This design comes from an exercise in tuning for small area on the open sky130 flow, not from production work. RTL that was checked went through simulation tests only; none was proved equivalent to the original. For run 1, only the layout was checked, not whether the RTL still works. Power and IR drop assume default switching activity.

File: flow/flow/run.sh
#!/bin/bash
# Layout flow: the standard synthesis with an area-oriented ABC mapping
# script in place of ORFS's delay-oriented one (flow/synth.tcl), then the standard flow's
# standard layout for every later step, with two changes:
#  - port buffers are the smallest buffer (every port still gets one);
#  - the clock tree uses mid-size buffers and no dummy loads (every register
#    is still clocked through the tree, insertion delay balanced by CTS).
# Each tool's output goes to a log file here.
set -euo pipefail
W=$PWD
export MY_ABC_SCRIPT=$W/flow/area.abc
export FLOW_SYNTH_TCL=$W/synth_recipe.tcl
CTS="$(cat $W/flow/cts_args)"
bash standard.sh SYNTH_SCRIPT=$W/flow/synth.tcl synth > $W/flow_synth.log 2>&1
bash standard.sh "BUFFER_PORTS_ARGS=-buffer_cell sky130_fd_sc_hd__buf_1" "CTS_ARGS=$CTS" > $W/flow_layout.log 2>&1
File: flow/flow/area.abc
strash; &get -n; &st; &synch2; &dch -f; &nf -R 1000; &put
File: flow/flow/cts_args
-sink_clustering_enable -repair_clock_nets -dont_use_dummy_load -buf_list sky130_fd_sc_hd__clkbuf_4 sky130_fd_sc_hd__clkbuf_8 -sink_clustering_size 10 -sink_clustering_max_diameter 60
File: flow/flow/synth.tcl
# synth_recipe.tcl (the standard synthesis script) with one change: ORFS's
# synth.tcl is run with the ABC mapping script replaced by flow/area.abc.
# Everything before and after ABC, and so every register, is unchanged.
set f [open $::env(FLOW_SYNTH_TCL) r]; set bs [read $f]; close $f
set f [open $::env(SCRIPTS_DIR)/synth.tcl r]; set st [read $f]; close $f
set pre {source $::env(SCRIPTS_DIR)/synth_preamble.tcl}
set n [string first $pre $st]
if { $n < 0 } { error "synth_preamble not found in synth.tcl" }
set st [string map [list $pre "$pre\nset abc_args \[lreplace \$abc_args 1 1 \$::env(MY_ABC_SCRIPT)\]"] $st]
set src {source $::env(SCRIPTS_DIR)/synth.tcl}
if { [string first $src $bs] < 0 } { error "synth.tcl not sourced in synth_recipe.tcl" }
set bs [string map [list $src $st] $bs]
eval $bs
File: flow/standard.sh
#!/bin/bash
# synth_recipe.tcl (not shown) runs the flow's synth.tcl, then flattens the netlist and writes it again
# the make line also repeats each setting of config.mk as NAME=value (left out here)
make -C /OpenROAD-flow-scripts/flow DESIGN_CONFIG=/design/flow/config.mk WORK_HOME=/design/flow/orfs CLKGATE_MAP_FILE= SYNTH_SCRIPT=/design/flow/synth_recipe.tcl "${@:-finish}"
File: flow/config.mk
export PLATFORM = sky130hd
export DESIGN_NAME = main
export DESIGN_NICKNAME = main
export VERILOG_FILES = /design/flow/design.v
export SDC_FILE = /design/flow/constraint.sdc
export NUM_CORES = 4
export LEC_CHECK = 0
export CAP_MARGIN = 20
export CORE_MARGIN = 2
export CORE_UTILIZATION = 70
export SLEW_MARGIN = 20
File: flow/constraint.sdc
create_clock -name core_clock -period 20.0 [get_ports {clk}]
set_input_delay 4.0000 -clock core_clock [delete_from_list [all_inputs] [get_ports {clk}]]
set_output_delay 4.0000 -clock core_clock [all_outputs]
set_load 0.01 [all_outputs]
File: flow/design.v
`timescale 1ns / 1ps
module main
#(parameter div = 16)
( input rst, input clk,
  input [3:0] row,
  output [3:0] col,
  output rw_out, output rs_out, output e_out, output [7:0] db_out,
  output [6:0] leds
);
reg [3:0] c16;
reg [4:0] c25;
reg [2:0] wb;
wire t0 = c25[4] & c25[3] & c25[0];                              
wire c25wrap = c25[4] & c25[3] & ~c25[0];                        
wire ktick = (c16[1:0] == 2'd0) & c25wrap;                       
wire ltick = (c16 == 4'd0) & ~t0;
wire [3:0] k = c16;
always @(posedge clk, posedge rst)
	if (rst) begin
		c16 <= 4'd0;
		c25 <= 5'h1f;
		wb <= 3'd0;
	end else begin
		c16 <= c16 + 4'd1;
		c25 <= c25wrap ? 5'd0 : c25 + 5'd1;
		if (ktick)
			wb <= 3'd0;
		else if (c16 == 4'd15)
			wb <= wb + 3'd1;
	end
reg [3:0] pc;            
reg [4:0] m25;
reg blink;
wire fresh = m25[4] & m25[3] & m25[0];                           
wire m25wrap = m25[4] & m25[3] & ~m25[0];                        
wire m25is23 = m25[4] & ~m25[3] & m25[2] & m25[1] & m25[0];
always @(posedge clk, posedge rst)
	if (rst) begin
		pc <= 4'd0;
		m25 <= 5'h1f;
		blink <= 1'b0;
	end else if (ktick) begin
		pc <= pc - 4'd1;
		m25 <= m25wrap ? 5'd0 : m25 + 5'd1;
		if (pc[0] & m25is23)
			blink <= ~blink;
	end
reg [4:0] K;
reg [2:0] Q;
wire rowv = (row == 4'b0111) | (row == 4'b1011) | (row == 4'b1101) | (row == 4'b1110);
wire [1:0] rowi = {~row[1] | ~row[0], ~row[2] | ~row[0]};
always @(posedge clk, posedge rst)
	if (rst) begin
		K <= 5'd0;
		Q <= 3'd0;
	end else if (ktick) begin
		case (pc)
		4'd15, 4'd7: if (rowv) Q <= {1'b1, rowi};
		4'd13: K <= rowv ? {3'b101, rowi} : {Q[2], 2'b00, Q[1:0]};
		4'd11: if (rowv) K <= {3'b110, rowi};
		4'd9: if (rowv) K <= {3'b111, rowi};
		4'd8: Q <= 3'd0;
		default: ;
		endcase
	end
assign col = fresh ? 4'b1111 :
             (pc[3:1] == 3'b111) ? 4'b0111 :
             (pc[3:1] == 3'b110) ? 4'b1011 :
             (pc[3:1] == 3'b101) ? 4'b1101 : 4'b1110;
wire [1:0] kc = K[3:2];
wire [1:0] kr = K[1:0];
wire key_none = ~K[4];
wire key_A = K[4] & (kc == 2'd3) & (kr == 2'd0);
wire key_digit = K[4] & (kc != 2'd3) & ~((kc != 2'd0) & (kr == 2'd3));
reg [3:0] kval;
always @*
	case ({kc, kr})
	4'h0: kval = 4'd1;  4'h1: kval = 4'd4;  4'h2: kval = 4'd7;  4'h3: kval = 4'd0;
	4'h4: kval = 4'd2;  4'h5: kval = 4'd5;  4'h6: kval = 4'd8;
	4'h8: kval = 4'd3;  4'h9: kval = 4'd6;  4'ha: kval = 4'd9;
	default: kval = 4'd0;
	endcase
reg [2:0] kop;
always @*
	case ({kc, kr})
	4'hd: kop = 3'd0;
	4'he: kop = 3'd1;
	4'hf: kop = 3'd4;
	4'hb: kop = 3'd3;
	4'h7: kop = 3'd2;
	default: kop = 3'd0;
	endcase
reg [1:0] ST;
reg [2:0] ST_L;
reg [1:0] index;
reg half;
wire p9 = (pc == 4'd7);      
wire comp = p9 & half;
always @(posedge clk, posedge rst)
	if (rst) begin
		ST <= 2'd0;
		ST_L <= 3'd0;
		index <= 2'd0;
		half <= 1'b0;
	end else if (ktick) begin
		if ((ST == 2'd3 || ST == 2'd1) && p9)
			half <= ~half;
		case (ST)
		2'd3:
			if (comp && key_none) ST <= 2'd0;
		2'd0:
			if (p9) begin
				if (key_A) begin
					ST <= 2'd3;
					ST_L <= {2'b00, ~ST_L[0]};
					index <= 2'd0;
				end else if (key_digit) begin
					ST <= 2'd3;
					index <= index + 2'd1;
				end else if (!key_none) begin
					ST <= 2'd1;
					index <= 2'd0;
					ST_L <= kop;
				end
			end
		2'd1:
			if (comp && key_none) ST <= 2'd2;
		2'd2:
			if (key_none) begin
				ST <= 2'd0;
				ST_L <= 3'd0;
			end
		endcase
	end
assign leds = {5'd0, (ST == 2'd0) && ST_L[0], ST == 2'd0};
reg [15:0] X, Y;         
reg carry;
reg pend;
wire obl = (ST == 2'd2);
wire b1 = (wb == 3'd1);
wire b2 = (wb == 3'd2);
wire b3 = (wb == 3'd3);
wire b4 = (wb == 3'd4);
wire b5 = (wb == 3'd5);
wire rot = pend & b1;
wire rot_wr = rot & key_digit;
wire rot_sw = rot & ~key_digit;
wire swap = obl & (b2 | b5) | rot_sw;    
wire halfy = obl & (b1 | b3);            
wire calc = obl & b3;
wire dd = obl & b4;
wire sub = (ST_L == 3'd1);
wire a = Y[0];
wire b = X[0];
wire bb = b ^ sub;
wire sum = a ^ bb ^ carry;
reg rop;
always @*
	case (ST_L)
	3'd0, 3'd1: rop = sum;
	3'd2: rop = a ^ b;
	3'd3: rop = a | b;
	3'd4: rop = a & b;
	default: rop = 1'b0;
	endcase
wire r = rop & ~(k[3] & k[2] & k[1]);
function [3:0] half4;
	input in;
	input [2:0] x;
	input en;
	half4 = (in & en) ? {x[2] | (x[1] & x[0]), ~(x[2] | (x[1] & x[0])), x[1] ^ x[0], ~x[0]}
	                  : {in, x};
endfunction
function [3:0] dbl4;
	input [3:0] d;
	input in;
	dbl4 = {d[3] & d[0] | d[2] & ~d[1] & ~d[0],
	        d[3] & ~d[0] | ~d[2] & d[1] | d[2] & d[1] & d[0],
	        d[3] & ~d[0] | ~d[3] & ~d[2] & d[0] | d[2] & d[1] & ~d[0],
	        in};
endfunction
function ge5;
	input [3:0] d;
	ge5 = d[3] | d[2] & (d[1] | d[0]);
endfunction
wire [1:0] q = {index[1] ^ index[0], index[0]};
wire ins = (k[3:2] == q) ? kval[k[1:0]] : X[0];
wire xtop = swap ? Y[0] : calc ? r : ins;
wire selR = swap | calc | rot_wr;
wire selH = ~selR & ~dd;
wire ytop = swap ? X[0] : (obl & b3) ? 1'b0 : Y[0];
wire [15:0] Yr = {ytop, Y[15:13], half4(Y[12], Y[11:9], halfy & (k[3:2] == 2'b00)),
                  half4(Y[8], Y[7:5], halfy & ~k[3]), half4(Y[4], Y[3:1], halfy & ~(k[3] & k[2]))};
wire [15:0] Yl = {dbl4(Y[15:12], ge5(Y[11:8])), dbl4(Y[11:8], ge5(Y[7:4])),
                  dbl4(Y[7:4], ge5(Y[3:0])), dbl4(Y[3:0], X[15])};
always @(posedge clk, posedge rst)
	if (rst) begin
		X <= 16'd0;
		Y <= 16'd0;
	end else begin
		X <= ({16{selR}} & {xtop, X[15:1]}) | ({16{dd}} & {X[14:0], 1'b0}) | ({16{selH}} & X);
		Y <= dd ? Yl : Yr;
	end
always @(posedge clk)
	carry <= calc ? ((a & bb) | (a & carry) | (bb & carry)) : sub;
always @(posedge clk, posedge rst)
	if (rst)
		pend <= 1'b0;
	else if (ktick)
		pend <= (ST == 2'd0) & p9 & (key_digit | key_A | (~key_none & ST_L[0]));
reg [1:0] g;
reg [2:0] s;
reg [1:0] jj;
wire s_last = s[2] & ~s[1];
wire g_end = s_last & (jj == 2'd0);
always @(posedge clk, posedge rst)
	if (rst) begin
		g <= 2'd0;
		s <= 3'b000;
		jj <= 2'd0;
	end else if (ltick) begin
		if (g_end) begin
			s <= 3'b000;
			g <= (g == 2'd1) ? 2'd2 : 2'd1;
			jj <= (g == 2'd1) ? 2'd0 : 2'd1;
		end else if (s_last) begin
			s <= 3'b001;
			jj <= jj - 2'd1;
		end else begin
			s <= {s[1:0], ~s[2]};
			if (s == 3'b000)
				jj <= jj - 2'd1;
		end
	end
assign e_out = s[1] & s[0];
assign rw_out = 1'b0;
assign rs_out = (g == 2'd2) & ~g_end;
wire G0 = ~g[1] & ~g[0];
wire G1 = g[0];
wire G2 = g[1];
reg [3:0] num;
always @*
	case (jj)
	2'd0: num = X[3:0];
	2'd1: num = X[7:4];
	2'd2: num = X[11:8];
	2'd3: num = X[15:12];
	endcase
reg [4:0] L;
reg lv;
always @*
	case ({ST_L, jj})
	{3'd0, 2'd2}: {lv, L} = 6'h21;                            
	{3'd0, 2'd1}, {3'd0, 2'd0}: {lv, L} = 6'h24;           
	{3'd1, 2'd2}: {lv, L} = 6'h33;                            
	{3'd1, 2'd1}: {lv, L} = 6'h35;                            
	{3'd1, 2'd0}: {lv, L} = 6'h22;                            
	{3'd2, 2'd2}: {lv, L} = 6'h38;                            
	{3'd2, 2'd1}, {3'd3, 2'd1}: {lv, L} = 6'h2f;            
	{3'd2, 2'd0}, {3'd3, 2'd0}: {lv, L} = 6'h32;            
	{3'd4, 2'd2}: {lv, L} = 6'h21;                            
	{3'd4, 2'd1}: {lv, L} = 6'h2e;                            
	{3'd4, 2'd0}: {lv, L} = 6'h24;                            
	default: {lv, L} = 6'h00;
	endcase
wire dig = G2 & (ST == 2'd0) & ~(jj == ~index & blink);
wire ltr = G2 & (ST == 2'd1) & lv;
wire j12 = jj[1] ^ jj[0];
assign db_out[7] = G1;
assign db_out[6] = G1 | ltr;
assign db_out[5] = G0 & jj[1] & jj[0] | G2 & ~ltr;
assign db_out[4] = G0 & jj[1] & jj[0] | dig | ltr & L[4];
assign db_out[3] = G1 | G0 & jj[0] | dig & num[3] | ltr & L[3];
assign db_out[2] = G1 | G0 & j12 | dig & num[2] | ltr & L[2];
assign db_out[1] = G0 & j12 | dig & num[1] | ltr & L[1];
assign db_out[0] = G0 & ~jj[1] & ~jj[0] | dig & num[0] | ltr & L[0];
endmodule
==> impl_metrics.toml, run 1 <==
[outcome]
status = "aborted with a tool error"
failed_stage = "clock tree synthesis"
tool.error = "[ERROR STA-0564] clock_tree_synthesis positional arguments not supported."

[synth]
synth_edf_count = 0
synthArstFlopShare_pct = 98.7
synth.largest_area_cell = "dfrtp_1"
synth_cell_types = 53
synth_top_area_share_pct = 36.5
synth_cells = 527
synth_area_mm2 = 0.00466
synthTopCellsByArea = "dfrtp_1 (37%), ha_1 (8.3%), nand2_1 (6.3%)"
synth_flop_cell = "dfrtp_1"
yosys_warnings = 1
ys_seq_area_share_pct = 42.6
synth_area_per_cell_um2 = 8.84
synth.ff_latch_count = 79

[die]
row_count = 29
io_pins = 28
dieHeight_um = 85.6
die_x_um = 85.6
start_util_pct = 72.9

[placed_design]
hpwlAfterDp_mm = 6.86
place_congestion = 0.916
dp_slack_ns = 13.80
dp_cells = 625
portBuffers = 21
-- worst max path at each step --
| stage | start | to | slack (ns) | cells past startpoint |
|---|---|---|---|---|
| 3_5_place_dp | jj[0] | db_out[1] | 13.80 | 7 |
| 3_3_place_gp | jj[0] | db_out[3] | 13.91 | 7 |
| 2_1_floorplan | jj[0] | db_out[1] | 14.20 | 6 |
-- cells in the mapped netlist (2+ instances only) --
master,count
a221o_1,2
a21oi_1,48
nor3_1,16
nand3_1,23
a222oi_1,4
nand2_1,78
o311ai_0,3
a22oi_1,18
nand4_1,2
a211oi_1,2
o41ai_1,3
o2111ai_1,2
a22o_1,2
nand2b_1,4
xnor2_1,10
or2_0,3
a32oi_1,2
dfrtp_1,68
and3_1,6
a221oi_1,2
xor2_1,3
a31oi_1,6
buf_4,7
clkinv_1,29
ha_1,31
nor3b_1,2
and2_0,4
o31ai_1,2
dfstp_2,10
nor2b_1,9
mux2_1,5
a211o_1,2
o211ai_1,3
o21a_1,4
nor2_1,42
mux2i_1,5
o21ai_0,49
-- through the flow --
step / power [mW] / cell area, µm² / hold WS (ns)
detailed placement: 0.173 / 4810 / 0.472
floorplan: 0.171 / 4680 / 0.443
global placement: 0.173 / 4810 / 0.460
-- cells by family after synthesis --
logic type | synth area share, %
flops | 42.6
simple gates | 18.7
mux | 2.28
buf+inv | 3.46
other cells | 0.0805
compound gates | 21.6
xor+xnor | 2.44
fa+ha+maj | 8.76
-- power groups by stage --
stage | Clock, mW | Combinational, mW | Sequential (mW)
after floorplan | 0 | 0.00759 | 0.164
after global placement | 0 | 0.00906 | 0.164
after detailed placement | 0 | 0.00925 | 0.164
==> inputs of run 2 (changes only) <==
--- a/flow/design.v
+++ b/flow/design.v
@@ -175,8 +175,15 @@
 	input [3:0] d;
 	input in;
-	dbl4 = {d[3] & d[0] | d[2] & ~d[1] & ~d[0],
-	        d[3] & ~d[0] | ~d[2] & d[1] | d[2] & d[1] & d[0],
-	        d[3] & ~d[0] | ~d[3] & ~d[2] & d[0] | d[2] & d[1] & ~d[0],
-	        in};
+	reg [2:0] m;
+	begin
+		case (d)
+		4'd1, 4'd6: m = 3'd1;
+		4'd2, 4'd7: m = 3'd2;
+		4'd3, 4'd8: m = 3'd3;
+		4'd4, 4'd9: m = 3'd4;
+		default: m = 3'd0;
+		endcase
+		dbl4 = {m, in};
+	end
 endfunction
 function ge5;
--- a/flow/flow/run.sh
+++ b/flow/flow/run.sh
@@ -6,10 +6,25 @@
 #  - the clock tree uses mid-size buffers and no dummy loads (every register
 #    is still clocked through the tree, insertion delay balanced by CTS).
+# The standard synthesis is run first as a reference: if the registers of
+# the area-oriented synthesis (instance names and cell types) differ from
+# it in any way, the standard synthesis is used instead.
 # Each tool's output goes to a log file here.
 set -euo pipefail
 W=$PWD
+R=$W/orfs/results/${FLOW_PLATFORM}/main/base
 export MY_ABC_SCRIPT=$W/flow/area.abc
 export FLOW_SYNTH_TCL=$W/synth_recipe.tcl
 CTS="$(cat $W/flow/cts_args)"
+
+regs() { grep -E '^ *sky130_fd_sc_hd__(df|edf|sdf|dl)[a-z]*_[0-9]+ ' "$1" | awk '{print $1, $2}' | sort; }
+
+bash standard.sh synth > $W/flow_synth_std.log 2>&1
+cp $R/1_2_yosys.v $W/std_1_2_yosys.v
+rm -f $R/1_2_yosys.v $R/1_2_yosys.sdc $R/1_synth.odb $R/1_synth.sdc
 bash standard.sh SYNTH_SCRIPT=$W/flow/synth.tcl synth > $W/flow_synth.log 2>&1
+if ! diff <(regs $W/std_1_2_yosys.v) <(regs $R/1_2_yosys.v) > $W/flow_regs_diff.log 2>&1; then
+	echo "registers differ from the standard synthesis; using it" >> $W/flow_regs_diff.log
+	rm -f $R/1_2_yosys.v $R/1_2_yosys.sdc $R/1_synth.odb $R/1_synth.sdc
+	bash standard.sh synth > $W/flow_synth_fallback.log 2>&1
+fi
 bash standard.sh "BUFFER_PORTS_ARGS=-buffer_cell sky130_fd_sc_hd__buf_1" "CTS_ARGS=$CTS" > $W/flow_layout.log 2>&1
==> flow/flow/cts_args (replaced) <==
-sink_clustering_enable -repair_clock_nets -dont_use_dummy_load -buf_list sky130_fd_sc_hd__clkbuf_4 -sink_buffer_max_cap_derate 0.5
==> run 2 against run 1 <==
Against the previous run:
- the run now finishes clean
- synthesized area up 0.64%
- synthesized cell count grew 1.1%
==> impl_metrics.toml, run 2 <==
[outcome]
status = "no timing/DRC/antenna violations"

[routing]
drtIter0Drc = 275
dr.pass1.iters = 10
wl_mm = 9.79
vias = 4046
avgViaCountPerCell = 6.31
drc = 0
ant_nets = 0
wl_per_cell_um = 15.3

[placed_design]
place_area_mm2 = 0.00485
place_congestion = 0.892
portBuffers = 21
hpwlAfterDp_mm = 7.03
dp_slack_ns = 14.00

[layout]
reg_top3 = "X: 16 flops, Y: 16 flops"
fin_nets = 599
fin_area_mm2 = 0.00492
final_cell_mix = "nand2_1 (84), dfrtp_1 (68), o21ai_0 (59)"
drive_above_1_share_pct = 4.08
diodes = 0
fillers = 495
layout_commonest_cell = "nand2_1"
area_growth_pct = 4.94
post-route-util_pct = 76.6

[worst_setup_path]
crit_required_ns = 16.00
worstRegToRegCells = 8
r2r-start = "wb[1]"
cp.arrival_ns = 2.43
worst_setup_path_end_kind = "output pin"
start_kind = "flip-flop"
r2r_slack_ns = 17.18
cp-endpoint = "db_out[3]"
critPathLaunch = "jj[0]"
worstPathMaxFanout = 9
r2r-end = "X[13]"
crit_type = "reg -> out"

[global_route]
grt_pass1_wl_mm = 16.3
grt_antenna_before_repair = 0
grt_overflow = 0
grt_max_degree = 79
grt_usage_pct = 27.6
grt_pass1_vias = 3612

[cts]
post_cts.repair.setup_buffers = 0
clk_pin_slew_ns = 0.10
tritoncts = "done"
clockBufferDepth = 2
clk_latency_ns = 0.41
numCtsBuffers = 9
cts_htree_levels = 3
cts_root_buf = "clkbuf_4"
cts_hold_buf = 0
cts-resized-gates = 0
clock-sinks = 79

[sta]
fin_ws_ns = 13.57
fin_crit_sh_pct = 32.2
rsz0062_at_grt = "false"
setup_viol = 0
setup_tns_ns = 0
fin_crit_ns = 6.43
finClkSkew_ns = 0.0260
tightest_slew_ns = 0.973
hold_viol_final = 0
fmax_ghz = 0.156
relSlewSlack_pct = 34.9
final_max_slew_viol_count = 0

[synth]
yosys_warnings = 1
synth_area_per_cell_um2 = 8.80
synth_top_area_share_pct = 36.3
synth.ff_latch_count = 79
synth.largest_area_cell = "dfrtp_1"
synth_edf_count = 0
synth_most_common_cell = "nand2_1"
synth_cells = 533
synth_area_mm2 = 0.00469
ys_top_cells_by_count = "nand2_1 (84), dfrtp_1 (68), o21ai_0 (59)"
synth_cell_types = 54
ys_seq_area_share_pct = 42.3
synthTopCellsByArea = "dfrtp_1 (36%), ha_1 (6.9%), nand2_1 (6.7%)"
synth_flop_cell = "dfrtp_1"
synthArstFlopShare_pct = 98.7

[die]
die_area_mm2 = 0.00737
io_pins = 28
row_count = 29
die_x_um = 85.8
fp.coreArea_mm2 = 0.00642
start_util_pct = 73.0
dieHeight_um = 85.8

[hold_path]
min_path_type = "reg -> reg"

[power]
ir_worst_vdd_uv = 41.2
p_leak_nw = 2.16
power.density_mw_per_mm2 = 48.3

[job]
cap_viol_max_count = 0
==> run 2: cell types whose count changed after synthesis, moves of 5 or more <==
cell,previous run,this run
nor2_1,42,48
nand3_1,23,18
ha_1,31,26
nand2_1,78,84
nand2b_1,4,9
clkinv_1,29,20
a21oi_1,48,33
o21ai_0,49,59
o21a_1,4,9
==> run 2: critical path: stages (launching register included) <==
cell      delay [ns]
dfrtp_1         0.52
clkinv_1        0.20
ha_1            0.34
a222oi_1        0.33
o21ai_0         0.12
a221oi_1        0.27
o21ai_0         0.12
buf_1           0.14
==> run 2: kinds of logic (layout without fill, tap and decap cells) <==
kind of cell / count (synthesis) / in the layout / synth area share [%]
other: 1 / 6 / 0.0800
xor gates and xnor gates: 14 / 14 / 2.62
and+or+nand+nor: 210 / 210 / 20.6
muxes: 8 / 8 / 1.79
adders and majority gates: 28 / 28 / 7.58
AOI/OAI and AO/OA: 166 / 166 / 22.3
buffers and inverters: 27 / 53 / 2.72
DFF: 79 / 79 / 42.3
==> run 2: how the worst min path moves through the flow <==
stage	startpoint	to	slack [ns]	depth (start not counted)
2_1_floorplan	blink	blink	0.44	1
3_3_place_gp	half	half	0.45	1
3_5_place_dp	half	half	0.46	1
4_1_cts	half	half	0.48	1
5_1_grt	half	half	0.48	1
6_report	half	half	0.48	1
==> run 2: metal layers <==
layer / up-vias / part of all wire (%) / wire (µm) / global-route usage [%]
li1: 1992 / - / - / -
met1: 1930 / 46 / 4460 / 37.1
met2: 103 / 48 / 4730 / 45.7
met3: 21 / 3.9 / 379 / 3.27
met4: 0 / 2.3 / 222 / 11.5
met5: - / 0 / 0 / 0
==> run 2: power by group <==
| group | internal [mW] | total, mW | switching (mW) |
|---|---|---|---|
| Clock | 0.0210 | 0.0671 | 0.0461 |
| Sequential | 0.160 | 0.161 | 0.000617 |
| Combinational | 0.00280 | 0.00976 | 0.00696 |
| Total | 0.184 | 0.238 | 0.0537 |
==> run 2: metrics by stage <==
step           total power, mW  instances  hold WS (ns)
3_3_place_gp             0.173        632         0.454
5_1_grt                  0.246        641         0.485
3_5_place_dp             0.174        632         0.460
2_1_floorplan            0.172        538         0.441
4_1_cts                  0.239        641         0.476
6_report                 0.238        641         0.476
==> run 2: cell type report <==
class | instances | area [µm²] | share of cell area (%)
clock buffers | 9 | 67.6 | 1.37
inverters | 20 | 75.1 | 1.53
multi-input cells | 432 | 2590 | 52.7
flip-flops and latches | 79 | 1980 | 40.3
well taps | 77 | 96.3 | 1.96
repair buffers | 24 | 101 | 2.06
==> inputs of run 3 (changes only) <==
==> flow/flow/cts_args (replaced) <==
-sink_clustering_enable -repair_clock_nets -dont_use_dummy_load -buf_list sky130_fd_sc_hd__clkbuf_8
==> run 3 against run 2 <==
Against the previous run:
- sequential share of layout area decreased by 0.46 points
- sequential power hardly changed
- worst setup slack improved by 0.073 ns
- combinational power about the same
- register-to-register slack gained 0.03 ns
- core utilization grew 0.88 points
- final area is 1.1% higher
- total power grew 9.2%
- count of clock-buffer cells in the layout stayed put
- non-clock buffer count stayed put
- die area is the same
- clock skew is 0.0091 ns lower
==> impl_metrics.toml, run 3 <==
[outcome]
status = "no timing/DRC/antenna violations"

[cts]
numCtsBuffers = 9
tritoncts = "done"
cts_htree_levels = 3
clockBufferDepth = 2
clk_pin_slew_ns = 0.06
clock-sinks = 79
post_cts.repair.setup_buffers = 0
cts_hold_buf = 0
clk_latency_ns = 0.34
cts-resized-gates = 0
cts_root_buf = "clkbuf_8"

[hold_path]
min_path_type = "reg -> reg"
hold_path_depth = 1

[placed_design]
dp_slack_ns = 14.00
hpwlAfterDp_mm = 7.03
place_area_mm2 = 0.00485
dp_cells = 632
place_congestion = 0.892
portBuffers = 21

[sta]
final_max_slew_viol_count = 0
fin_ws_ns = 13.64
finClkSkew_ns = 0.0169
tightest_slew_ns = 0.966
hold_viol_final = 0
relSlewSlack_pct = 35.3
fin_crit_ns = 6.36
setup_viol = 0
setup_tns_ns = 0
fmax_ghz = 0.157
fin_crit_sh_pct = 31.8
rsz0062_at_grt = "false"

[die]
row_count = 29
dieHeight_um = 85.8
fp.coreArea_mm2 = 0.00642
die_x_um = 85.8
io_pins = 28
start_util_pct = 73.0
die_area_mm2 = 0.00737

[power]
p_leak_nw = 2.18
ir_worst_vdd_uv = 41.3
power.density_mw_per_mm2 = 52.1
power_uw = 259

[routing]
wl_per_cell_um = 15.5
vias = 4071
dr.pass1.iters = 17
drtIter0Drc = 324
avgViaCountPerCell = 6.35
wl_mm = 9.94
ant_nets = 0
drc = 0

[synth]
synth_edf_count = 0
synth_top_area_share_pct = 36.3
synth_cells = 533
synth_flop_cell = "dfrtp_1"
ys_seq_area_share_pct = 42.3
synth_area_per_cell_um2 = 8.80
synth.ff_latch_count = 79
synthArstFlopShare_pct = 98.7
yosys_warnings = 1
synth_area_mm2 = 0.00469
synth.largest_area_cell = "dfrtp_1"
synth_most_common_cell = "nand2_1"
synth_cell_types = 54
ys_top_cells_by_count = "nand2_1 (84), dfrtp_1 (68), o21ai_0 (59)"
synthTopCellsByArea = "dfrtp_1 (36%), ha_1 (6.9%), nand2_1 (6.7%)"

[global_route]
grt_antenna_before_repair = 0
grt_max_degree = 79
grt_overflow = 0
grt_pass1_vias = 3654
grt_usage_pct = 27.8
grt_pass1_wl_mm = 16.4

[worst_setup_path]
crit_type = "reg -> out"
cp_slowest_cell = "dfrtp_1"
path_cells = "clkinv_1 > ha_1 > a222oi_1 > o21ai_0 > a221oi_1 > o21ai_0 > buf_1"
slowest_delay_ns = 0.51
crit_required_ns = 16.00
start_kind = "flip-flop"
crit_top_cell = "o21ai_0"
worst_setup_path_end_kind = "output pin"
worstPathMaxFanout = 9
worstRegToRegCells = 8
cp.arrival_ns = 2.36

[layout]
final_cell_mix = "nand2_1 (84), dfrtp_1 (68), o21ai_0 (59)"
layout_commonest_cell = "nand2_1"
area_growth_pct = 6.14
fin_nets = 599
stdcell_count = 641
fillers = 484
reg_top3 = "X: 16 flops, Y: 16 flops"
drive_above_1_share_pct = 4.08
diodes = 0
fin_area_mm2 = 0.00498

[job]
cap_viol_max_count = 0
## run 3: cell counts after synthesis
Identical to the previous run, type by type.
## run 3: where the power goes
group / switching, mW / total [mW] / internal (mW)
clock: 0.0486 / 0.0888 / 0.0402
sequential: 0.000611 / 0.161 / 0.160
combinational: 0.00697 / 0.00977 / 0.00280
## run 3: area by class of cell
type	count	area (µm²)	area share, %
sequential	79	1980	39.9
clock buffer	9	124	2.49
tap	77	96.3	1.94
multi-input combinational	432	2590	52.1
timing repair buffer	24	101	2.04
inverter	20	75.1	1.51
## run 3: worst max-delay path: cells and delay by family (launching register included)
kind	cells	cell delay, ns
buf+inv	2	0.34
flops	1	0.51
compound gates	4	0.84
fa+ha+maj	1	0.33
## run 3: final timing paths
path	start	slack [ns]	endpoint
setup / recovery	jj[0]	13.64	db_out[3]
hold / removal	half	0.47	half
setup reg to reg	wb[1]	17.21	X[14]
hold reg to reg	half	0.47	half
max in group asynchronous	rst	15.46	X[10]
min in group asynchronous	rst	3.92	g[0]
## run 3: layer usage
| metal | GRT usage (%) | part of all wire [%] | vias up |
|---|---|---|---|
| li1 | - | - | 1991 |
| met1 | 37.4 | 46 | 1961 |
| met2 | 45.9 | 49 | 100 |
| met3 | 3.56 | 3.6 | 19 |
| met4 | 11.4 | 2.1 | 0 |
| met5 | 0 | 0 | - |
## run 3: cell families (layout without fill, tap and decap cells)
kind of cell / after synthesis / count (layout) / share of synthesized area, %
other: 1 / 6 / 0.0800
AND/OR/NAND/NOR: 210 / 210 / 20.6
XOR/XNOR: 14 / 14 / 2.62
buffers and inverters: 27 / 53 / 2.72
multiplexers: 8 / 8 / 1.79
AO/OA/AOI/OAI: 166 / 166 / 22.3
adder cells (fa/ha/maj): 28 / 28 / 7.58
flip-flops: 79 / 79 / 42.3
## run 3: metrics by stage
step	hold WS (ns)	util (%)
final	0.470	77.5
after detailed placement	0.460	75.6
after global placement	0.454	75.6
after CTS	0.472	77.5
after floorplan	0.441	-
after global routing	0.480	77.5
==> inputs of run 4 (changes only) <==
--- a/flow/flow/run.sh
+++ b/flow/flow/run.sh
@@ -4,4 +4,5 @@
 # standard layout for every later step, with two changes:
 #  - port buffers are the smallest buffer (every port still gets one);
+#  - one tie cell drives all constant outputs;
 #  - the clock tree uses mid-size buffers and no dummy loads (every register
 #    is still clocked through the tree, insertion delay balanced by CTS).
@@ -28,3 +29,3 @@
 	bash standard.sh synth > $W/flow_synth_fallback.log 2>&1
 fi
-bash standard.sh "BUFFER_PORTS_ARGS=-buffer_cell sky130_fd_sc_hd__buf_1" "CTS_ARGS=$CTS" > $W/flow_layout.log 2>&1
+bash standard.sh SKIP_REPAIR_TIE_FANOUT=1 "BUFFER_PORTS_ARGS=-buffer_cell sky130_fd_sc_hd__buf_1" "CTS_ARGS=$CTS" > $W/flow_layout.log 2>&1
==> flow/flow/cts_args (replaced) <==
-sink_clustering_enable -repair_clock_nets -dont_use_dummy_load -buf_list sky130_fd_sc_hd__clkbuf_4 -sink_buffer_max_cap_derate 0.5
==> run 4 against run 3 <==
Against the previous run:
- total power down 8.2%
- critical path type unchanged
- synthesized cell count is the same
- combinational power grew 0.9%
- critical path depth did not move
- still clean
==> impl_metrics.toml, run 4 <==
[sta]
rsz0062_at_grt = "false"
setup_tns_ns = 0
fin_crit_sh_pct = 32.5
setup_viol = 0
tightest_slew_ns = 0.967
worst_hold_slack_ns = 0.489
hold_viol_final = 0
final_max_slew_viol_count = 0
relSlewSlack_pct = 35.5
fin_crit_ns = 6.50
finClkSkew_ns = 0.0313
fin_ws_ns = 13.50
fmax_ghz = 0.154

[power]
p_leak_nw = 2.14
power_uw = 238
power.density_mw_per_mm2 = 48.6
p_int_uw = 184
seq_power_share_pct = 67.5
p_comb_share_pct = 4.1
ir_worst_vdd_uv = 34.9
switching_share_pct = 22.8
pwr-share-clk_pct = 28.4
power.switching_uw = 54.2

[worst_setup_path]
worstPathMaxFanout = 9
critPathLaunch = "jj[0]"
crit_required_ns = 16.00
worstRegToRegCells = 8
crit_type = "reg -> out"
cp.arrival_ns = 2.50
slowest_delay_ns = 0.52
start_kind = "flip-flop"
crit_cells = 7
cp_num_buf_inv = 2
r2r_slack_ns = 17.24
path_cells = "clkinv_1 > ha_1 > a222oi_1 > o21ai_0 > a221oi_1 > o21ai_0 > buf_1"
r2r-start = "wb[1]"
crit_top_cell = "o21ai_0"
r2r-end = "X[1]"
critPathTopFamily = "compound AO/OA/AOI/OAI gates"
cp_slowest_cell = "dfrtp_1"
worst_setup_path_end_kind = "output pin"

[cts]
cts_htree_levels = 3
numCtsBuffers = 9
tritoncts = "done"
post_cts.repair.setup_buffers = 0
clk_latency_ns = 0.42
cts_hold_buf = 0
clock-sinks = 79
clockBufferDepth = 2
cts-resized-gates = 0
cts_root_buf = "clkbuf_4"
clk_pin_slew_ns = 0.11

[hold_path]
holdCritStartpoint = "Q[1]"
min_path_type = "reg -> reg"
hold_path_depth = 2
min_to = "Q[1]"

[synth]
synth_flop_cell = "dfrtp_1"
synth.largest_area_cell = "dfrtp_1"
synthArstFlopShare_pct = 98.7
synth.ff_latch_count = 79
ys_seq_area_share_pct = 42.3
synth_area_mm2 = 0.00469
synthTopCellsByArea = "dfrtp_1 (36%), ha_1 (6.9%), nand2_1 (6.7%)"
yosys_warnings = 1
synth_most_common_cell = "nand2_1"
synth_cells = 533
synth_top_area_share_pct = 36.3
synth_area_per_cell_um2 = 8.80
synth_cell_types = 54
synth_edf_count = 0
ys_top_cells_by_count = "nand2_1 (84), dfrtp_1 (68), o21ai_0 (59)"

[placed_design]
dp_slack_ns = 13.98
hpwlAfterDp_mm = 6.76
place_congestion = 0.881
portBuffers = 21
dp_cells = 627

[die]
dieHeight_um = 85.8
die_x_um = 85.8
start_util_pct = 73.0
io_pins = 28
row_count = 29
die_area_mm2 = 0.00737
fp.coreArea_mm2 = 0.00642

[routing]
vias = 4014
avgViaCountPerCell = 6.31
dr.pass1.iters = 6
wl_mm = 9.47
drc = 0
wl_per_cell_um = 14.9
drtIter0Drc = 235
ant_nets = 0

[layout]
area_growth_pct = 4.54
drive_above_1_share_pct = 4.11
stdcell_count = 636
layout_commonest_cell = "nand2_1"
diodes = 0
final_cell_mix = "nand2_1 (84), dfrtp_1 (68), o21ai_0 (59)"
reg_top3 = "X: 16 flops, Y: 16 flops"
fin_nets = 594

[global_route]
grt_usage_pct = 27.1
grt_pass1_wl_mm = 16.1
grt_max_degree = 79
grt_overflow = 0
grt_pass1_vias = 3635
grt_antenna_before_repair = 0

[outcome]
status = "no timing/DRC/antenna violations"

[job]
cap_viol_max_count = 0
run 4: cell type report:
| class | count | area (µm²) |
|---|---|---|
| clock buffer | 9 | 67.6 |
| fill | 473 | 1520 |
| inverter | 20 | 75.1 |
| multi-input combinational | 427 | 2580 |
| sequential | 79 | 1980 |
| tap | 77 | 96.3 |
| timing repair buffer | 24 | 101 |
run 4: per-layer routing:
metal / global-route usage (%) / share of wire [%] / up-vias
met3: 3.46 / 3.3 / 13
met1: 37.9 / 47 / 1920
met2: 44.2 / 48 / 88
li1: - / - / 1993
met4: 8.80 / 1.4 / 0
met5: 0 / 0 / -
run 4: power by group through the flow:
stage / Clock, mW / Sequential (mW) / Combinational (mW)
2_1_floorplan: 0 / 0.164 / 0.00817
3_3_place_gp: 0 / 0.164 / 0.00961
3_5_place_dp: 0 / 0.164 / 0.00993
4_1_cts: 0.0682 / 0.161 / 0.00995
5_1_grt: 0.0729 / 0.161 / 0.0113
6_report: 0.0675 / 0.161 / 0.00986
run 4: worst max-delay path by stage:
stage                     end  slack, ns
floorplan           db_out[2]      14.30
global placement    db_out[3]      14.06
detailed placement  db_out[3]      13.98
CTS                 db_out[3]      13.52
global route        db_out[3]      13.34
finish              db_out[2]      13.50
run 4: through the flow:
step / cell area [µm²] / utilization (%)
5_1_grt: 4900 / 76.3
3_5_place_dp: 4830 / 75.3
3_3_place_gp: 4830 / 75.3
4_1_cts: 4900 / 76.3
6_report: 4900 / 76.3
2_1_floorplan: 4690 / -
run 4: worst min-delay path, cell delays in order (launching register included):
cell,delay (ns)
dfrtp_1,0.35
nand2_1,0.04
o21ai_0,0.06
run 4: logic make-up after synthesis:
group / count (synthesis) / share of synthesized area, %
other: 1 / 0.0800
buffers and inverters: 27 / 2.72
adders and majority gates: 28 / 7.58
AOI/OAI and AO/OA: 166 / 22.3
xor gates and xnor gates: 14 / 2.62
muxes: 8 / 1.79
and+or+nand+nor: 210 / 20.6
DFF: 79 / 42.3
==> inputs of run 5 (changes only) <==
--- a/flow/flow/run.sh
+++ b/flow/flow/run.sh
@@ -2,5 +2,5 @@
 # Layout flow: the standard synthesis with an area-oriented ABC mapping
 # script in place of ORFS's delay-oriented one (flow/synth.tcl), then the standard flow's
-# standard layout for every later step, with two changes:
+# standard layout for every later step, with these changes:
 #  - port buffers are the smallest buffer (every port still gets one);
 #  - one tie cell drives all constant outputs;
==> run 5 against run 4 <==
Against the previous run:
- still clean on timing, DRC and antenna
- global-route usage did not move
- sequential cell count did not move
- core utilization did not move
- synthesized cell count did not move
- sequential power barely moved
==> impl_metrics.toml, run 5 <==
[sta]
fmax_ghz = 0.154
worst_hold_slack_ns = 0.489
hold_viol_final = 0
fin_ws_ns = 13.50
fin_crit_sh_pct = 32.5
setup_tns_ns = 0
relSlewSlack_pct = 35.5
rsz0062_at_grt = "false"
setup_viol = 0
final_max_slew_viol_count = 0
tightest_slew_ns = 0.967
fin_crit_ns = 6.50
finClkSkew_ns = 0.0313

[placed_design]
hpwlAfterDp_mm = 6.76
place_area_mm2 = 0.00483
portBuffers = 21
dp_slack_ns = 13.98
place_congestion = 0.881

[worst_setup_path]
r2r-end = "X[1]"
r2r_slack_ns = 17.24
worstRegToRegCells = 8
start_kind = "flip-flop"
cp.arrival_ns = 2.50
crit_type = "reg -> out"
r2r-start = "wb[1]"
worst_setup_path_end_kind = "output pin"
critPathLaunch = "jj[0]"
crit_required_ns = 16.00
worstPathMaxFanout = 9

[die]
die_area_mm2 = 0.00737
start_util_pct = 73.0
row_count = 29
io_pins = 28
fp.coreArea_mm2 = 0.00642
dieHeight_um = 85.8
die_x_um = 85.8

[global_route]
busiest_layer = "met2"
grt_util_met1_pct = 37.9
grt_pass1_wl_mm = 16.1
grt_antenna_before_repair = 0
grt.met3_usage_pct = 3.46
grt_overflow = 0
grt_pass1_vias = 3635
grt_usage_pct = 27.1
grt.met2_usage_pct = 44.2
grt_max_degree = 79

[synth]
synth_edf_count = 0
ys_top_cells_by_count = "nand2_1 (84), dfrtp_1 (68), o21ai_0 (59)"
yosys_warnings = 1
synth_top_area_share_pct = 36.3
synth_flop_cell = "dfrtp_1"
synth_most_common_cell = "nand2_1"
synthTopCellsByArea = "dfrtp_1 (36%), ha_1 (6.9%), nand2_1 (6.7%)"
synth.ff_latch_count = 79
synth_cell_types = 54
synthArstFlopShare_pct = 98.7
synth_area_mm2 = 0.00469
synth_area_per_cell_um2 = 8.80
synth.largest_area_cell = "dfrtp_1"
synth_cells = 533
ys_seq_area_share_pct = 42.3

[routing]
vias = 4014
wl_per_cell_um = 14.9
drc = 0
drtIter0Drc = 235
ant_nets = 0
wl_mm = 9.47
dr.pass1.iters = 6
avgViaCountPerCell = 6.31

[power]
p_leak_nw = 2.14
power.density_mw_per_mm2 = 48.6
ir_worst_vdd_uv = 34.9

[layout]
fin_area_mm2 = 0.00490
final_cell_mix = "nand2_1 (84), dfrtp_1 (68), o21ai_0 (59)"
drive_above_1_share_pct = 4.11
post-route-util_pct = 76.3
reg_top3 = "X: 16 flops, Y: 16 flops"
area_growth_pct = 4.54
fin_nets = 594
layout_commonest_cell = "nand2_1"
diodes = 0

[hold_path]
holdCritStartpoint = "Q[1]"
min_path_type = "reg -> reg"
min_to = "Q[1]"
hold_path_depth = 2

[cts]
clk_pin_slew_ns = 0.11
clockBufferDepth = 2
clock-sinks = 79
tritoncts = "done"
cts_root_buf = "clkbuf_4"
cts_hold_buf = 0
post_cts.repair.setup_buffers = 0
cts_htree_levels = 3
cts-resized-gates = 0
numCtsBuffers = 9
clk_latency_ns = 0.42

[outcome]
status = "no timing/DRC/antenna violations"

[job]
cap_viol_max_count = 0
-- run 5: cell counts after synthesis --
Identical to the previous run, type by type.
-- run 5: worst max-delay path by stage --
| stage | end | slack [ns] |
|---|---|---|
| after floorplan | db_out[2] | 14.30 |
| after global placement | db_out[3] | 14.06 |
| after detailed placement | db_out[3] | 13.98 |
| after CTS | db_out[3] | 13.52 |
| after global routing | db_out[3] | 13.34 |
| final | db_out[2] | 13.50 |
-- run 5: logic make-up (layout without fill, tap and decap cells) --
family	Yosys count	count (layout)	synth area share, %
AOI/OAI and AO/OA	166	166	22.3
and+or+nand+nor	210	210	20.6
adders and majority gates	28	28	7.58
buffers and inverters	27	53	2.72
muxes	8	8	1.79
xor gates and xnor gates	14	14	2.62
DFF	79	79	42.3
other	1	1	0.0800
-- run 5: layer usage --
layer	vias to the layer above	wire (µm)
met1	1920	4460
li1	1993	-
met4	0	129
met2	88	4570
met5	-	0
met3	13	313
-- run 5: critical path, cell delays in order (launching register included) --
cell,delay [ns]
dfrtp_1,0.52
clkinv_1,0.20
ha_1,0.34
a222oi_1,0.32
o21ai_0,0.14
a221oi_1,0.29
o21ai_0,0.13
buf_1,0.14
-- run 5: cell type report --
cell class / instances / area, µm²
multi-input combinational: 427 / 2580
fill: 473 / 1520
inverter: 20 / 75.1
sequential: 79 / 1980
clock buffer: 9 / 67.6
timing repair buffer: 24 / 101
tap: 77 / 96.3
-- run 5: where the power goes --
group	internal (mW)	switching, mW
Combinational	0.00280	0.00706
Clock	0.0210	0.0466
Sequential	0.160	0.000642
Total	0.184	0.0542
-- run 5: per-stage QoR --
step	std cells	power, mW
after floorplan	533	0.172
after global placement	627	0.173
after detailed placement	627	0.174
after CTS	636	0.239
after global routing	636	0.245
final	636	0.238
==> inputs of run 6 (changes only) <==
--- a/flow/design.v
+++ b/flow/design.v
@@ -24,8 +24,5 @@
 		c16 <= c16 + 4'd1;
 		c25 <= c25wrap ? 5'd0 : c25 + 5'd1;
-		if (ktick)
-			wb <= 3'd0;
-		else if (c16 == 4'd15)
-			wb <= wb + 3'd1;
+		wb <= ktick ? 3'd0 : wb + {2'd0, c16 == 4'd15};
 	end
 reg [3:0] pc;            
@@ -40,9 +37,8 @@
 		m25 <= 5'h1f;
 		blink <= 1'b0;
-	end else if (ktick) begin
-		pc <= pc - 4'd1;
-		m25 <= m25wrap ? 5'd0 : m25 + 5'd1;
-		if (pc[0] & m25is23)
-			blink <= ~blink;
+	end else begin
+		pc <= pc - {3'd0, ktick};
+		m25 <= (ktick & m25wrap) ? 5'd0 : m25 + {4'd0, ktick};
+		blink <= blink ^ (ktick & pc[0] & m25is23);
 	end
 reg [4:0] K;
@@ -103,8 +99,9 @@
 		index <= 2'd0;
 		half <= 1'b0;
-	end else if (ktick) begin
-		if ((ST == 2'd3 || ST == 2'd1) && p9)
-			half <= ~half;
-		case (ST)
+	end else begin
+		half <= half ^ (ktick & (ST == 2'd3 || ST == 2'd1) & p9);
+		index <= (ktick & (ST == 2'd0) & p9 & ~key_none & ~key_digit) ? 2'd0 :
+		         index + {1'b0, ktick & (ST == 2'd0) & p9 & key_digit};
+		if (ktick) case (ST)
 		2'd3:
 			if (comp && key_none) ST <= 2'd0;
@@ -114,11 +111,8 @@
 					ST <= 2'd3;
 					ST_L <= {2'b00, ~ST_L[0]};
-					index <= 2'd0;
 				end else if (key_digit) begin
 					ST <= 2'd3;
-					index <= index + 2'd1;
 				end else if (!key_none) begin
 					ST <= 2'd1;
-					index <= 2'd0;
 					ST_L <= kop;
 				end
==> run 6 against run 5 <==
Against the previous run:
- still clean
- die area down 2.3%
- combinational power shrank 46%
- count of clock-buffer cells in the layout stayed put
- maximum frequency shrank 0.49%
- final area is 2.2% lower
- critical endpoint is now db_out[3]
- largest power group unchanged
- highest routed layer unchanged
==> impl_metrics.toml, run 6 <==
[outcome]
status = "no timing/DRC/antenna violations"

[power]
power_uw = 233
p_leak_nw = 2.06
power.density_mw_per_mm2 = 48.5
ir_worst_vdd_uv = 33.9

[sta]
tightest_slew_ns = 1.01
fmax_ghz = 0.153
setup_tns_ns = 0
rsz0062_at_grt = "false"
hold_viol_final = 0
fin_crit_sh_pct = 32.7
relSlewSlack_pct = 32.6
final_max_slew_viol_count = 0
setup_viol = 0
fin_crit_ns = 6.53
worst_hold_slack_ns = 0.490
fin_ws_ns = 13.47
finClkSkew_ns = 0.0192

[synth]
ys_top_cells_by_count = "nand2_1 (71), dfrtp_1 (68), nor2_1 (54)"
synth_top_area_share_pct = 37.2
synth_edf_count = 0
synthTopCellsByArea = "dfrtp_1 (37%), ha_1 (6.6%), nand2_1 (5.8%)"
synth.ff_latch_count = 79
synthArstFlopShare_pct = 98.7
synth_cell_types = 49
synth_area_per_cell_um2 = 8.90
synth_most_common_cell = "nand2_1"
synth_cells = 514
synth.largest_area_cell = "dfrtp_1"
ys_seq_area_share_pct = 43.4
yosys_warnings = 1
synth_area_mm2 = 0.00457
synth_flop_cell = "dfrtp_1"

[placed_design]
place_congestion = 0.863
portBuffers = 21
place_area_mm2 = 0.00472
dp_cells = 608
hpwlAfterDp_mm = 6.74
dp_slack_ns = 14.02

[worst_setup_path]
slowest_delay_ns = 0.53
start_kind = "flip-flop"
crit_top_cell = "o21ai_0"
path_cells = "clkinv_1 > ha_1 > nand3_1 > o21ai_0 > a31oi_1 > nor2_1 > a211oi_1 > o21ai_0 > buf_1"
r2r_slack_ns = 17.34
r2r-end = "ST_L[1]"
worstPathMaxFanout = 9
crit_type = "reg -> out"
worst_setup_path_end_kind = "output pin"
critPathLaunch = "jj[1]"
r2r-start = "c25[3]"
cp.arrival_ns = 2.53
cp_slowest_cell = "dfrtp_1"
cp-endpoint = "db_out[3]"
crit_required_ns = 16.00
worstRegToRegCells = 8

[layout]
area_growth_pct = 4.76
post-route-util_pct = 75.5
final_cell_mix = "nand2_1 (71), dfrtp_1 (68), nor2_1 (54)"
layout_commonest_cell = "nand2_1"
fin_area_mm2 = 0.00479
fin_nets = 573
stdcell_count = 617
reg_top3 = "X: 16 flops, Y: 16 flops"
diodes = 0
drive_above_1_share_pct = 4.44

[die]
dieHeight_um = 84.8
row_count = 29
die_area_mm2 = 0.00720
start_util_pct = 72.0
die_x_um = 84.8
fp.coreArea_mm2 = 0.00635
io_pins = 28

[hold_path]
min_path_type = "reg -> reg"
holdCritStartpoint = "Q[0]"

[cts]
post_cts.repair.setup_buffers = 0
clockBufferDepth = 2
cts_htree_levels = 3
cts_root_buf = "clkbuf_4"
tritoncts = "done"
clock-sinks = 79
clk_latency_ns = 0.42
cts-resized-gates = 0
clk_pin_slew_ns = 0.11
numCtsBuffers = 9
cts_hold_buf = 0

[job]
cap_viol_max_count = 0

[routing]
vias = 3891
drc = 0
ant_nets = 0
drtIter0Drc = 292
wl_mm = 9.46
avgViaCountPerCell = 6.31
wl_per_cell_um = 15.3
dr.pass1.iters = 5

[global_route]
grt_overflow = 0
grt_pass1_wl_mm = 16.5
grt_max_degree = 79
grt_usage_pct = 28.2
grt_pass1_vias = 3679
grt_antenna_before_repair = 0
## run 6: cell count changes in the layout (fill, tap and decap cells not counted), sizes merged, moves of 5 or more
| cell | delta |
|---|---|
| o21ai | -13 |
| a21oi | -6 |
| clkinv | +5 |
| a211oi | +8 |
| o21a | -7 |
| a221oi | -5 |
| nor2 | +6 |
| a31oi | +5 |
| nand2 | -13 |
| nand3 | +5 |
## run 6: power breakdown
| group | total [mW] | internal, mW | switching [mW] |
|---|---|---|---|
| clock network | 0.0675 | 0.0210 | 0.0466 |
| registers | 0.160 | 0.160 | 0 |
| logic | 0.00537 | 0.000859 | 0.00451 |
## run 6: worst max-delay path: cells and delay by family, from the launching register on
| family | cells | cell delay [ns] |
|---|---|---|
| AO/OA/AOI/OAI | 4 | 0.66 |
| AND/OR/NAND/NOR | 2 | 0.19 |
| buffers and inverters | 2 | 0.39 |
| flip-flops | 1 | 0.53 |
| adder cells (fa/ha/maj) | 1 | 0.34 |
## run 6: final cells by class
type | instances | area, µm²
Clock buffer | 9 | 67.6
Fill cell | 455 | 1560
Inverter | 25 | 93.8
Multi-Input combinational cell | 403 | 2450
Sequential cell | 79 | 1980
Tap cell | 77 | 96.3
Timing Repair Buffer | 24 | 101
## run 6: per-layer routing
| metal | track usage [%] | vias up | wire length (µm) | part of all wire (%) |
|---|---|---|---|---|
| li1 | - | 1929 | - | - |
| met1 | 38.3 | 1817 | 4340 | 46 |
| met2 | 46.1 | 125 | 4530 | 48 |
| met3 | 4.18 | 20 | 411 | 4.3 |
| met4 | 11.0 | 0 | 178 | 1.9 |
| met5 | 0 | - | 0 | 0 |
## run 6: kinds of logic (layout without fill, tap and decap cells)
kind of cell | count (synthesis) | count (layout) | synth area share [%]
fa+ha+maj | 25 | 25 | 7.00
other cells | 1 | 1 | 0.0820
buf+inv | 32 | 58 | 3.20
simple gates | 204 | 204 | 20.5
compound gates | 148 | 148 | 20.8
xor+xnor | 17 | 17 | 3.25
mux | 8 | 8 | 1.83
flops | 79 | 79 | 43.4
## run 6: how the worst min path moves through the flow
| stage | endpoint | cells after the start |
|---|---|---|
| 2_1_floorplan | blink | 1 |
| 3_3_place_gp | Q[0] | 1 |
| 3_5_place_dp | Q[0] | 1 |
| 4_1_cts | Q[0] | 1 |
| 5_1_grt | half | 1 |
| 6_report | Q[0] | 1 |
==> inputs of run 7 (changes only) <==
--- a/flow/design.v
+++ b/flow/design.v
@@ -43,18 +43,16 @@
 	end
 reg [4:0] K;
-reg [2:0] Q;
 wire rowv = (row == 4'b0111) | (row == 4'b1011) | (row == 4'b1101) | (row == 4'b1110);
 wire [1:0] rowi = {~row[1] | ~row[0], ~row[2] | ~row[0]};
 always @(posedge clk, posedge rst)
-	if (rst) begin
+	if (rst)
 		K <= 5'd0;
-		Q <= 3'd0;
-	end else if (ktick) begin
+	else if (ktick) begin
 		case (pc)
-		4'd15, 4'd7: if (rowv) Q <= {1'b1, rowi};
-		4'd13: K <= rowv ? {3'b101, rowi} : {Q[2], 2'b00, Q[1:0]};
+		4'd7: K <= {rowv, 2'b00, rowi};
+		4'd15: if (rowv) K <= {3'b100, rowi};
+		4'd13: if (rowv) K <= {3'b101, rowi};
 		4'd11: if (rowv) K <= {3'b110, rowi};
 		4'd9: if (rowv) K <= {3'b111, rowi};
-		4'd8: Q <= 3'd0;
 		default: ;
 		endcase
@@ -120,9 +118,8 @@
 		2'd1:
 			if (comp && key_none) ST <= 2'd2;
-		2'd2:
-			if (key_none) begin
-				ST <= 2'd0;
-				ST_L <= 3'd0;
-			end
+		2'd2: begin
+			ST <= 2'd0;
+			ST_L <= 3'd0;
+		end
 		endcase
 	end
@@ -138,6 +135,5 @@
 wire b5 = (wb == 3'd5);
 wire rot = pend & b1;
-wire rot_wr = rot & key_digit;
-wire rot_sw = rot & ~key_digit;
+wire rot_sw = rot;
 wire swap = obl & (b2 | b5) | rot_sw;    
 wire halfy = obl & (b1 | b3);            
@@ -185,8 +181,9 @@
 	ge5 = d[3] | d[2] & (d[1] | d[0]);
 endfunction
-wire [1:0] q = {index[1] ^ index[0], index[0]};
-wire ins = (k[3:2] == q) ? kval[k[1:0]] : X[0];
-wire xtop = swap ? Y[0] : calc ? r : ins;
-wire selR = swap | calc | rot_wr;
+wire xtop = swap ? Y[0] : r;
+wire selR = swap | calc;
+wire wr = ktick & (ST == 2'd0) & p9 & key_digit;
+wire [3:0] wrd = {4{wr}} & {index == 2'd0, index == 2'd1, index == 2'd2, index == 2'd3};
+wire [15:0] wrm = {{4{wrd[3]}}, {4{wrd[2]}}, {4{wrd[1]}}, {4{wrd[0]}}};
 wire selH = ~selR & ~dd;
 wire ytop = swap ? X[0] : (obl & b3) ? 1'b0 : Y[0];
@@ -200,5 +197,5 @@
 		Y <= 16'd0;
 	end else begin
-		X <= ({16{selR}} & {xtop, X[15:1]}) | ({16{dd}} & {X[14:0], 1'b0}) | ({16{selH}} & X);
+		X <= ({16{selR}} & {xtop, X[15:1]}) | ({16{dd}} & {X[14:0], 1'b0}) | ({16{selH}} & ~wrm & X) | (wrm & {4{kval}});
 		Y <= dd ? Yl : Yr;
 	end
@@ -209,5 +206,5 @@
 		pend <= 1'b0;
 	else if (ktick)
-		pend <= (ST == 2'd0) & p9 & (key_digit | key_A | (~key_none & ST_L[0]));
+		pend <= (ST == 2'd0) & p9 & (key_A | (~key_none & ~key_digit & ST_L[0]));
 reg [1:0] g;
 reg [2:0] s;
==> run 7 against run 6 <==
Against the previous run:
- still clean on timing, DRC and antenna
- register-to-register slack is essentially flat
- die area shrank 1.5%
- global-route usage grew 2.3 points
- core utilization shrank 0.32 points
- final cell count shrank 1.6%
- wire length grew 8.6%
- sequential power shrank 4%
- clock power grew 2%
- synthesized area shrank 1.5%
- via count grew 2.0%
- combinational power shrank 14%
- largest cell class unchanged
- largest power group unchanged
==> impl_metrics.toml, run 7 <==
[routing]
wl_per_cell_um = 16.9
avgViaCountPerCell = 6.54
drtIter0Drc = 319
ant_nets = 0
dr.pass1.iters = 6
wl_mm = 10.3
drc = 0
vias = 3969

[layout]
reg_top3 = "X: 16 flops, Y: 16 flops"
post-route-util_pct = 75.1
layout_commonest_cell = "dfrtp_1"
drive_above_1_share_pct = 4.53
final_cell_mix = "dfrtp_1 (65), o21ai_0 (62), nand2_1 (52)"
fin_nets = 563
area_growth_pct = 4.72
diodes = 0

[synth]
synth_flop_cell = "dfrtp_1"
synth_area_mm2 = 0.00450
synth_area_per_cell_um2 = 8.92
synth_cell_types = 48
synth.ff_latch_count = 76
yosys_warnings = 1
synth_cells = 505
synthArstFlopShare_pct = 98.7
ys_seq_area_share_pct = 42.4
ys_top_cells_by_count = "dfrtp_1 (65), o21ai_0 (62), nand2_1 (52)"
synth_top_area_share_pct = 36.1
synth_edf_count = 0
synth_most_common_cell = "dfrtp_1"
synth.largest_area_cell = "dfrtp_1"
synthTopCellsByArea = "dfrtp_1 (36%), o21ai_0 (6.9%), ha_1 (6.7%)"

[global_route]
grt_max_degree = 76
busiest_layer = "met2"
grt_overflow = 0
grt.met3_usage_pct = 4.52
grt_usage_pct = 30.5
grt_util_met1_pct = 42.6
grt_antenna_before_repair = 0
grt_pass1_vias = 3644
grt_pass1_wl_mm = 17.3
grt.met2_usage_pct = 47.3

[hold_path]
min_path_type = "reg -> reg"

[cts]
clock-sinks = 76
post_cts.repair.setup_buffers = 0
cts-resized-gates = 0
cts_root_buf = "clkbuf_4"
clockBufferDepth = 2
cts_htree_levels = 3
clk_pin_slew_ns = 0.12
numCtsBuffers = 9
tritoncts = "done"
clk_latency_ns = 0.44
cts_hold_buf = 0

[sta]
final_max_slew_viol_count = 0
finClkSkew_ns = 0.0349
fmax_ghz = 0.150
setup_tns_ns = 0
setup_viol = 0
fin_crit_sh_pct = 33.4
relSlewSlack_pct = 39.0
tightest_slew_ns = 0.915
rsz0062_at_grt = "false"
fin_crit_ns = 6.68
hold_viol_final = 0

[power]
power.density_mw_per_mm2 = 48.1
ir_worst_vdd_uv = 51.8
p_leak_nw = 1.93
power_uw = 227
pwr-share-clk_pct = 30.2
p_int_uw = 175
seq_power_share_pct = 67.7
p_comb_share_pct = 2.0
switching_share_pct = 22.7
power.switching_uw = 51.5

[die]
start_util_pct = 71.8
dieHeight_um = 84.2
die_area_mm2 = 0.00709
io_pins = 28
fp.coreArea_mm2 = 0.00628
row_count = 29
die_x_um = 84.2

[worst_setup_path]
crit_type = "reg -> out"
worstPathMaxFanout = 10
worst_setup_path_end_kind = "output pin"
start_kind = "flip-flop"
crit_required_ns = 16.00
cp.arrival_ns = 2.68

[placed_design]
place_congestion = 1.02
portBuffers = 21
hpwlAfterDp_mm = 7.49

[outcome]
status = "no timing/DRC/antenna violations"

[job]
cap_viol_max_count = 0
run 7: cell count changes after synthesis, sizes merged, moves of 5 or more:
cell    change
a31oi      +11
nand2      -19
a22oi      -15
nor2        -6
o22ai       +5
a211oi      -9
o21ai      +16
a22o       +11
run 7: area by class of cell:
class | instances | area [µm²]
Tap cell | 77 | 96.3
Inverter | 26 | 97.6
Multi-Input combinational cell | 396 | 2450
Fill cell | 468 | 1560
Clock buffer | 9 | 67.6
Sequential cell | 76 | 1910
Timing Repair Buffer | 23 | 93.8
run 7: logic make-up (layout without fill, tap and decap cells):
kind of cell | count (synthesis) | count (layout) | share of synthesized area (%)
AOI/OAI and AO/OA | 167 | 167 | 22.9
xor gates and xnor gates | 16 | 16 | 3.11
adders and majority gates | 25 | 25 | 7.11
buffers and inverters | 33 | 58 | 3.33
DFF | 76 | 76 | 42.4
muxes | 12 | 12 | 2.83
other | 1 | 1 | 0.0833
and+or+nand+nor | 175 | 175 | 18.2
run 7: worst max-delay path, cell delays in order, from the launching register on:
cell,delay [ns]
dfrtp_1,0.52
ha_1,0.33
a21oi_1,0.14
a21oi_1,0.09
or4_1,0.54
a21oi_1,0.21
o21ai_0,0.11
nand2_1,0.12
buf_1,0.17
run 7: final timing paths:
check	start	to	slack, ns	depth (start not counted)
max	jj[1]	db_out[1]	13.32	8
min	blink	blink	0.49	1
max reg2reg	c25[3]	X[15]	17.35	11
min reg2reg	blink	blink	0.49	1
max in group asynchronous	rst	Y[0]	15.58	3
min in group asynchronous	rst	wb[2]	3.81	3
run 7: power by group through the flow:
stage	registers, mW	logic, mW	clock network, mW
floorplan	0.157	0.00417	0
finish	0.154	0.00462	0.0686
detailed placement	0.157	0.00485	0
global route	0.154	0.00553	0.0740
CTS	0.154	0.00483	0.0690
global placement	0.157	0.00479	0
run 7: layer usage:
| layer | wire, µm | vias up |
|---|---|---|
| met3 | 611 | 34 |
| met1 | 4620 | 1857 |
| met4 | 338 | 0 |
| met2 | 4710 | 165 |
| met5 | 0 | - |
| li1 | - | 1913 |
run 7: stage by stage:
| stage | cells | worst slack [ns] | hold WS, ns | area (µm²) |
|---|---|---|---|---|
| global placement | 598 | 13.92 | 0.468 | 4650 |
| CTS | 607 | 13.36 | 0.498 | 4710 |
| global route | 607 | 13.17 | 0.522 | 4720 |
| detailed placement | 598 | 13.85 | 0.482 | 4650 |
| floorplan | 505 | 14.24 | 0.442 | 4500 |
| finish | 607 | 13.32 | 0.493 | 4720 |
==> inputs of run 8 (changes only) <==
--- a/flow/design.v
+++ b/flow/design.v
@@ -45,17 +45,10 @@
 wire rowv = (row == 4'b0111) | (row == 4'b1011) | (row == 4'b1101) | (row == 4'b1110);
 wire [1:0] rowi = {~row[1] | ~row[0], ~row[2] | ~row[0]};
+wire ksamp = ktick & pc[0] & (pc[3] | pc[2] & pc[1]) & (rowv | ~pc[3]);
 always @(posedge clk, posedge rst)
 	if (rst)
 		K <= 5'd0;
-	else if (ktick) begin
-		case (pc)
-		4'd7: K <= {rowv, 2'b00, rowi};
-		4'd15: if (rowv) K <= {3'b100, rowi};
-		4'd13: if (rowv) K <= {3'b101, rowi};
-		4'd11: if (rowv) K <= {3'b110, rowi};
-		4'd9: if (rowv) K <= {3'b111, rowi};
-		default: ;
-		endcase
-	end
+	else if (ksamp)
+		K <= {rowv, ~pc[2:1], rowi};
 assign col = fresh ? 4'b1111 :
              (pc[3:1] == 3'b111) ? 4'b0111 :
@@ -134,7 +127,5 @@
 wire b4 = (wb == 3'd4);
 wire b5 = (wb == 3'd5);
-wire rot = pend & b1;
-wire rot_sw = rot;
-wire swap = obl & (b2 | b5) | rot_sw;    
+wire swap = obl & (b2 | b5) | pend & b1;    
 wire halfy = obl & (b1 | b3);            
 wire calc = obl & b3;
==> run 8 against run 7 <==
Against the previous run:
- sequential share of layout area shrank 0.054 points
- final area is 0.13% higher
- synthesized cell count shrank 0.79%
- combinational power grew 3%
- critical endpoint is now db_out[2]
- largest cell class unchanged
==> impl_metrics.toml, run 8 <==
[synth]
synth_flop_cell = "dfrtp_1"
yosys_warnings = 1
synth_cell_types = 50
ys_seq_area_share_pct = 42.4
synth_cells = 501
synth.ff_latch_count = 76
synth_edf_count = 0
synth_most_common_cell = "dfrtp_1"

[worst_setup_path]
crit_required_ns = 16.00
worst_setup_path_end_kind = "output pin"
r2r-start = "c25[3]"
path_cells = "clkinv_1 > ha_1 > a222oi_1 > o21ai_0 > a221oi_1 > o21ai_0 > buf_1"
r2r_slack_ns = 17.35
critPathTopFamily = "compound AO/OA/AOI/OAI gates"
cp_slowest_cell = "dfrtp_1"

[layout]
layout_commonest_cell = "dfrtp_1"
reg_top3 = "X: 16 flops, Y: 16 flops"
drive_above_1_share_pct = 4.74
final_cell_mix = "dfrtp_1 (65), o21ai_0 (63), nand2_1 (55)"

[die]
die_x_um = 84.2
io_pins = 28
fp.coreArea_mm2 = 0.00628
start_util_pct = 71.7
die_area_mm2 = 0.00708

[placed_design]
place_congestion = 0.922
hpwlAfterDp_mm = 7.22
portBuffers = 21
place_area_mm2 = 0.00464

[routing]
wl_mm = 10.1
drtIter0Drc = 278
vias = 3914
ant_nets = 0
wl_per_cell_um = 16.8

[outcome]
status = "no timing/DRC/antenna violations"

[hold_path]
holdCritStartpoint = "half"

[power]
ir_worst_vdd_uv = 44.3

[cts]
clk_latency_ns = 0.44
cts_root_buf = "clkbuf_4"
clockBufferDepth = 2
post_cts.repair.setup_buffers = 0
numCtsBuffers = 9
clk_pin_slew_ns = 0.09

[sta]
hold_viol_final = 0
rsz0062_at_grt = "false"
finClkSkew_ns = 0.0320

[global_route]
grt_usage_pct = 29.9
grt_antenna_before_repair = 0
grt_pass1_vias = 3676
grt_overflow = 0
[run 8: cell types whose count changed after synthesis, sizes merged, moves of 3 or more]
cell,before,now
nand2,52,55
nor2,48,43
a31oi,24,17
a222oi,4,7
or3,2,5
o31ai,2,6
mux2,6,10
clkinv,26,30
nand3,21,24
nand2b,8,5
o21a,4,1
a22o,13,10
[run 8: cell type report]
type | count | area [µm²]
Inverter | 30 | 113
Tap cell | 77 | 96.3
Fill cell | 485 | 1550
Clock buffer | 9 | 67.6
Timing Repair Buffer | 24 | 101
Multi-Input combinational cell | 388 | 2440
Sequential cell | 76 | 1910
[run 8: cell families after synthesis]
logic type               share of synthesized area, %
AO/OA/AOI/OAI                                    21.9
XOR/XNOR                                         3.31
adder cells (fa/ha/maj)                          7.12
buffers and inverters                            3.67
flip-flops                                       42.4
multiplexers                                     3.62
other                                          0.0833
AND/OR/NAND/NOR                                  17.9
[run 8: worst max-delay path by stage]
stage | start | end | slack (ns) | depth (start not counted)
finish | jj[0] | db_out[2] | 13.38 | 7
global placement | jj[0] | db_out[2] | 14.00 | 7
global route | jj[1] | db_out[2] | 13.28 | 7
floorplan | jj[0] | db_out[2] | 14.34 | 6
detailed placement | jj[0] | db_out[2] | 13.90 | 7
CTS | jj[0] | db_out[2] | 13.42 | 7
[run 8: worst reg2reg max path: cells and delay by family, from the launching register on]
kind	cells	cell delay, ns
flip-flops	1	0.59
AND/OR/NAND/NOR	6	1.52
buffers and inverters	1	0.21
AO/OA/AOI/OAI	2	0.23
[run 8: stage by stage]
| stage | hold slack (ns) | utilization (%) | cells | setup slack [ns] | power [mW] |
|---|---|---|---|---|---|
| final | 0.485 | 75.2 | 604 | 13.38 | 0.225 |
| after global routing | 0.541 | 75.2 | 604 | 13.28 | 0.231 |
| after detailed placement | 0.468 | 73.9 | 594 | 13.90 | 0.161 |
| after CTS | 0.485 | 75.0 | 603 | 13.42 | 0.227 |
| after global placement | 0.478 | 73.9 | 594 | 14.00 | 0.161 |
| after floorplan | 0.442 | - | 501 | 14.34 | 0.161 |
[run 8: routing by layer]
layer / up-vias / track usage [%] / part of all wire (%)
li1: 1889 / - / -
met1: 1841 / 42.3 / 45
met2: 166 / 46.2 / 46
met3: 18 / 5.60 / 7.4
met4: 0 / 11.9 / 2.0
met5: - / 0 / 0
[run 8: where the power goes]
part | internal [mW] | switching (mW) | total (mW)
logic | 0.000732 | 0.00401 | 0.00474
clock network | 0.0209 | 0.0456 | 0.0664
registers | 0.154 | 0 | 0.154
total | 0.175 | 0.0496 | 0.225

Check on run 8: ideal ports give 13.383 ns setup slack; a clkbuf_16 on the clock port and buf_2 on the inputs give 13.353 ns; moving port delays by the midpoint clock arrival (0.457 ns) as well gives 13.810 ns.
